This is an optimization exercise on Yosys and OpenROAD, whose aim is small area and a short achievable clock period, not a production implementation. Where RTL was checked, it was by simulation tests only, not by an equivalence proof against the original. No driver is modelled on the clock port, so clock power and skew are understated where the tree is cut down; a real chip needs a root buffer or a tree. Power and IR drop assume default switching activity.

// hb_task_queue_top
module hb_task_queue_top (
    input  logic        clk,
    input  logic        reset,             
    input  logic        push_req,
    input  logic [31:0] data_in,
    input  logic        pop_req,
    output logic        full,
    output logic        valid_out,
    output logic [31:0] data_out,
    input  logic        consumer_ready,
    output logic        dist_out_valid,
    output logic [31:0] dist_out_data,
    output logic [1:0]  grant_out,
    output logic [1:0]  served_bank
);
    logic q_empty;
    hb_task_queue_core #(.DEPTH(16), .WIDTH(32)) dut_queue (
        .clk(clk),
        .reset(reset),
        .push_req(push_req),
        .data_in(data_in),
        .full(full),
        .valid_out(valid_out),
        .data_out(data_out),
        .pop_req(pop_req),
        .empty(q_empty)
    );
    hb_task_distributor distributor (
        .clk(clk),
        .reset(reset),
        .in_valid(!q_empty),
        .in_data(data_out),
        .out_valid(dist_out_valid),
        .out_data(dist_out_data),
        .consumer_ready(consumer_ready)
    );
    hb_arbiter_banked arbiter (
        .clk(clk),
        .reset(reset),
        .in_valid(!q_empty),
        .in_data(data_out),
        .grant_out(grant_out),
        .served_bank(served_bank)
    );
endmodule
Size in the first run: ~1000 cells after synthesis, about 570 flip-flops, about 20000 um^2 of cells after synthesis.
clock: 3.6 ns
lec_check: 0
cap_margin: 20
core_margin: 2
core_utilization: 40
cts_cluster_diameter: 40
cts_cluster_size: 30
setup_slack_margin: 1.8
slew_margin: 20
run.sh (not shown) runs the stock make flow with config.mk's settings and CLKGATE_MAP_FILE= SYNTH_SCRIPT=/design/flow/synth_recipe.tcl, a recipe that flattens the netlist after the stock synthesis.
Change:
CTS_CLUSTER_DIAMETER = 60   (was 40)
CTS_CLUSTER_SIZE = 25   (was 30)
The new run completed with no timing, DRC or antenna violations.
Worst setup slack degrades by 0.019 ns.
Synthesized area is unchanged.
Via count decreases by 2.6%.
Clock power is lower by 37%.
Change:
CTS_CLUSTER_DIAMETER = not set   (was 60)
CTS_CLUSTER_SIZE = not set   (was 25)
Effect:
- synthesized area is unchanged
- clock power climbs by 25%
- sequential share of layout area came out lower by 1.6 points
- via count rises by 1.8%
- die area does not change
- power grows by 8.7%


hb_task_queue_top, a different RTL version from the one above (not shown whole).
For scale: ~1200 cells after synthesis, ~110 I/O pins, about 21000 µm² of cells after synthesis.
Settings: LEC_CHECK=0, CAP_MARGIN=20, CORE_MARGIN=2, CORE_UTILIZATION=60, PLACE_DENSITY=0.72, SETUP_SLACK_MARGIN=2.0, SLEW_MARGIN=20; clock period 3.6 ns.
standard.sh (not shown) runs the stock make flow with config.mk's settings and CLKGATE_MAP_FILE= SYNTH_SCRIPT=/design/flow/synth_recipe.tcl, a recipe that flattens the netlist after the stock synthesis.
==> flow/flow/run.sh <==
#!/bin/bash
# Own layout flow: the standard ORFS flow, with two changes:
#  - the clock tree is built by flow/pre_cts.tcl (two inverter levels) in
#    place of TritonCTS;
#  - every port gets a buf_2 as its port buffer.
# Each ORFS step writes its full log under orfs/logs/; make's own output goes
# to flow_make.log in the work folder.
set -euo pipefail
W=$(pwd)
bash standard.sh \
  PRE_CTS_TCL="$W/flow/pre_cts.tcl" \
  BUFFER_PORTS_ARGS="-buffer_cell sky130_fd_sc_hd__buf_2" \
  finish > "$W/flow_make.log" 2>&1
Other scripts of this flow, unchanged in this note and not shown: flow/flow/mtree.tcl, flow/flow/pre_cts.tcl
Rerun with:
Settings changed: SETUP_SLACK_MARGIN 2.0 to 2.1.
After rerunning: The new run finished with timing, DRC and antenna clean. Clock skew is higher by 0.0069 ns. Worst hold slack is better by 0.0033 ns. Final cell count climbs by 3.9%. Synthesized cell count stays the same. Worst setup slack gains 0.020 ns. Flip-flop and latch count stays the same. Wire length rose by 14%. Global-route usage climbs by 1.0 points.
Rerun with:
Settings changed: SETUP_SLACK_MARGIN 2.1 to 1.9.
Result: Wire length goes down by 15%; cell area goes down by 8.5%; clock skew stays flat; total power goes down by 2.8%; maximum frequency goes up by 4.0%.
No functional check of the RTL was part of any run of this note. No run of this note takes its clock network from TritonCTS; it comes from the design's own scripts or RTL.


violet:
hb_task_queue_top, a different RTL version from the one above (not shown whole).
Size in the first run: ~590 flip-flops, roughly 110 I/O pins, about 21,000 µm² of cells after synthesis.
Settings: LEC_CHECK=0, CAP_MARGIN=20, CORE_MARGIN=2, CORE_UTILIZATION=60, PLACE_DENSITY=0.72, SETUP_SLACK_MARGIN=2.1, SLEW_MARGIN=20, SYNTH_HIERARCHICAL=1, SYNTH_MINIMUM_KEEP_SIZE=0; clock period 3.6 ns.
==> flow/flow/run.sh <==
#!/bin/bash
# Own layout flow: the standard ORFS flow, with two changes:
#  - the clock tree is built by flow/pre_cts.tcl (two inverter levels) in
#    place of TritonCTS;
#  - every port gets a buf_1 as its port buffer.
# Each ORFS step writes its full log under orfs/logs/; make's own output goes
# to flow_make.log in the work folder.
set -euo pipefail
W=$(pwd)
bash standard.sh \
  PRE_CTS_TCL="$W/flow/pre_cts.tcl" \
  BUFFER_PORTS_ARGS="-buffer_cell sky130_fd_sc_hd__buf_1" \
  finish > "$W/flow_make.log" 2>&1
Other scripts of this flow, unchanged in this note and not shown: flow/flow/mtree.tcl, flow/flow/pre_cts.tcl
violet ended with every stage complete and zero timing, DRC or antenna violations.
Changes in raven relative to violet:
Settings: swapping 2.1 for 2.0 in SETUP_SLACK_MARGIN.
==> flow/flow/run.sh <==
#!/bin/bash
# Own layout flow: the standard ORFS flow, with three changes:
#  - before global routing, flow/pre_grt.tcl strengthens the drivers of
#    nets with many loads;
#  - the clock tree is built by flow/pre_cts.tcl (two inverter levels) in
#    place of TritonCTS;
#  - every port gets a buf_1 as its port buffer.
# Each ORFS step writes its full log under orfs/logs/; make's own output goes
# to flow_make.log in the work folder.
set -euo pipefail
W=$(pwd)
bash standard.sh \
  PRE_CTS_TCL="$W/flow/pre_cts.tcl" \
  PRE_GLOBAL_ROUTE_TCL="$W/flow/pre_grt.tcl" \
  BUFFER_PORTS_ARGS="-buffer_cell sky130_fd_sc_hd__buf_1" \
  finish > "$W/flow_make.log" 2>&1
==> flow/flow/pre_grt.tcl (new file) <==
# Sourced by ORFS's global_route.tcl before global routing
# (PRE_GLOBAL_ROUTE_TCL): the driver of every signal net with 20 or more
# loads is made strong (buffers to buf_12, flip-flops to dfxtp_4), then the
# placement is legalized again. The timing repair that follows global
# routing starts from these.
set block [ord::get_db_block]
set up {
  sky130_fd_sc_hd__buf_1 sky130_fd_sc_hd__buf_12
  sky130_fd_sc_hd__buf_2 sky130_fd_sc_hd__buf_12
  sky130_fd_sc_hd__buf_4 sky130_fd_sc_hd__buf_12
  sky130_fd_sc_hd__buf_6 sky130_fd_sc_hd__buf_12
  sky130_fd_sc_hd__buf_8 sky130_fd_sc_hd__buf_12
  sky130_fd_sc_hd__dfxtp_1 sky130_fd_sc_hd__dfxtp_4
  sky130_fd_sc_hd__dfxtp_2 sky130_fd_sc_hd__dfxtp_4
}
set n 0
foreach net [$block getNets] {
  if {[$net getSigType] ne "SIGNAL"} { continue }
  set loads 0
  set drv ""
  foreach it [$net getITerms] {
    if {[$it isOutputSignal]} { set drv [$it getInst] } else { incr loads }
  }
  if {$drv eq "" || $loads < 20} { continue }
  set m [[$drv getMaster] getName]
  if {[dict exists $up $m]} {
    replace_cell $drv [dict get $up $m]
    incr n
  }
}
puts "pre_grt: upsized $n drivers"
detailed_placement
Notes after the runs:
- Stage in which a tool error killed raven: global routing (5_1_grt).
- Reported for raven and violet, area fraction in compound gates after synthesis turned out identical to the last digit.
- Looking at placed wire-length estimate, raven sits 8.5% higher than violet does.
- Summary of raven over violet: post-place setup slack shows a reduction of 0.39 ns, placer congestion estimate went down by about 0.33%, placed standard-cell area +1.0%.
- Total placed cells including tap cells for raven is higher than for violet.
Inputs modified between raven and yarrow:
==> flow/flow/run.sh <==
#!/bin/bash
# Own layout flow: the standard ORFS flow, with two changes:
#  - the clock tree is built by flow/pre_cts.tcl (two inverter levels) in
#    place of TritonCTS;
#  - every port gets a buf_1 as its port buffer.
# Each ORFS step writes its full log under orfs/logs/; make's own output goes
# to flow_make.log in the work folder.
set -euo pipefail
W=$(pwd)
bash standard.sh \
  PRE_CTS_TCL="$W/flow/pre_cts.tcl" \
  BUFFER_PORTS_ARGS="-buffer_cell sky130_fd_sc_hd__buf_1" \
  finish > "$W/flow_make.log" 2>&1
removed: flow/flow/pre_grt.tcl
[summary]
- Every stage of the flow completed for yarrow, and the final layout passed the timing, design-rule and antenna checks.
- As far as number of instances resized during post-cts repair goes, yarrow and raven are indistinguishable; the numbers are identical.
- On portion of the post-synthesis area used by sequential elements, yarrow tracks raven almost exactly.
- Changes observed in yarrow relative to raven: cell count after placement saw little to no change; number of flops mapped to enable cells by yosys was more or less identical; number of buffers added on ports did not really move; count of distinct cell types in the synthesized netlist level.
- Re mapped cell area: no difference whatsoever between yarrow and raven.
- Boundary pin count came out exactly the same in raven and yarrow.
- Taking raven as the reference, in yarrow post-placement cell area flat; worst slack after detailed placement has remained practically unchanged; height of the chip has remained practically unchanged.
Here is what was changed in the inputs of quartz compared with yarrow.
Settings: SETUP_SLACK_MARGIN: 2.0 -> 1.9.
[summary]
In summary, quartz completed successfully, with a layout that passed the timing, design-rule and antenna checks.
Summary of quartz over yarrow: sequential group share of total power +0.4 points, standard cell area after detailed placement shrank by 88 µm², part of the power in the clock network barely changed, detailed placer's ending HPWL fell by about 2.6%.
Relative to yarrow, the final cell area reported for quartz is lower.
yarrow has higher number of DRC violations after detailed-routing iteration 0 than quartz.
In the metrics for quartz and yarrow, the one carrying the higher global-route usage is yarrow.
Re met3 track utilization from global routing: yarrow was higher than quartz.
Compared with yarrow, quartz degrades minimum period implied by the final worst setup slack.
Going from yarrow to quartz, the largest net degree at the start of global routing was found to have gone up by 1.
> inputs changed (quartz -> indigo)
Settings: swapping 1.9 for 2.1 in SETUP_SLACK_MARGIN.
==> flow/flow/run.sh <==
#!/bin/bash
# Own layout flow: the standard ORFS flow, with three changes:
#  - before global routing, flow/pre_grt.tcl strengthens the drivers of
#    nets with many loads;
#  - the clock tree is built by flow/pre_cts.tcl (two inverter levels) in
#    place of TritonCTS;
#  - every port gets a buf_1 as its port buffer.
# Each ORFS step writes its full log under orfs/logs/; make's own output goes
# to flow_make.log in the work folder.
set -euo pipefail
W=$(pwd)
bash standard.sh \
  PRE_CTS_TCL="$W/flow/pre_cts.tcl" \
  PRE_GLOBAL_ROUTE_TCL="$W/flow/pre_grt.tcl" \
  BUFFER_PORTS_ARGS="-buffer_cell sky130_fd_sc_hd__buf_1" \
  finish > "$W/flow_make.log" 2>&1
==> flow/flow/pre_grt.tcl (new file) <==
# Sourced by ORFS's global_route.tcl before global routing
# (PRE_GLOBAL_ROUTE_TCL): the driver of every signal net with 20 or more
# loads is made strong (buffers to buf_12, flip-flops to dfxtp_4), then the
# placement is legalized again. The timing repair that follows global
# routing starts from these.
set block [ord::get_db_block]
set up {
  sky130_fd_sc_hd__buf_1 sky130_fd_sc_hd__buf_12
  sky130_fd_sc_hd__buf_2 sky130_fd_sc_hd__buf_12
  sky130_fd_sc_hd__buf_4 sky130_fd_sc_hd__buf_12
  sky130_fd_sc_hd__buf_6 sky130_fd_sc_hd__buf_12
  sky130_fd_sc_hd__buf_8 sky130_fd_sc_hd__buf_12
  sky130_fd_sc_hd__dfxtp_1 sky130_fd_sc_hd__dfxtp_4
  sky130_fd_sc_hd__dfxtp_2 sky130_fd_sc_hd__dfxtp_4
}
set n 0
foreach net [$block getNets] {
  if {[$net getSigType] ne "SIGNAL"} { continue }
  set loads 0
  set drv ""
  foreach it [$net getITerms] {
    if {[$it isOutputSignal]} { set drv [$it getInst] } else { incr loads }
  }
  if {$drv eq "" || $loads < 20} { continue }
  set m [[$drv getMaster] getName]
  if {[dict exists $up $m]} {
    replace_cell $drv [dict get $up $m]
    incr n
  }
}
puts "pre_grt: upsized $n drivers"
detailed_placement
==> notes.md <==
- indigo: it failed with a tool error in global routing (5_1_grt), so there are no final results.
- Taking quartz as the reference, in indigo mapped cell area essentially unchanged, post-synthesis simple-gate area fraction essentially unchanged.
- Taking quartz as the reference, in indigo placed cell count went down 12, routability congestion estimate went down, sequential element share of the synthesized area now sits at about the same level, cell area after placement went down.
- On indigo: post-detailed-placement half-perimeter wirelength is about 5.4% lower than what quartz gave.
- Number of cells upsized or downsized after cts on indigo is up relative to quartz.
No run of this note included a check of the RTL's function; only the layout flow was run. In violet, yarrow and quartz the design's own scripts or RTL, not TritonCTS, make the clock network.

-- re-timing with driven ports --
The results above use ideal ports. As a check the final layouts listed here were re-extracted and re-timed, cells and wires unchanged.
Step 1 assumes that a clkbuf_16 drives the clock port and a buf_2 every other input.
Step 2 times the ports against the registers' clock, not the clock port: input delays grow and output delays shrink by t, the midpoint of the rising clock arrivals with the driver on.
Slacks: no drivers / after step 1 / after step 2; pairs: no drivers / after step 1.
run	shift t [ns]	slack for setup (ns)	clock arrival spread, ns	worst register clock-pin slew, ns	cell pins on the clock port's net
the first run of note 1	0.648	1.638 / 1.583 / 1.224	0.026 / 0.026	0.07 / 0.07	1
the second run of note 1	0.627	1.619 / 1.565 / 1.245	0.035 / 0.034	0.10 / 0.10	1
the third run of note 1	0.657	1.633 / 1.583 / 1.218	0.016 / 0.016	0.06 / 0.06	1
the first run of note 2	0.399	1.822 / 1.811 / 1.591	0.016 / 0.016	0.09 / 0.09	4
the second run of note 2	0.408	1.843 / 1.873 / 1.590	0.023 / 0.023	0.09 / 0.09	4
the third run of note 2	0.400	1.910 / 1.819 / 1.663	0.024 / 0.024	0.09 / 0.09	4
violet	0.395	1.963 / 1.801 / 1.700	0.017 / 0.017	0.10 / 0.10	4
yarrow	0.387	1.971 / 1.815 / 1.567	0.023 / 0.024	0.10 / 0.10	4
quartz	0.392	1.902 / 1.774 / 1.685	0.021 / 0.022	0.09 / 0.09	4
After both steps every run listed still meets setup and hold. The setup slack of the third run of note 1, which loses most, moves by -0.050 ns with the drivers and by -0.415 ns with both steps.
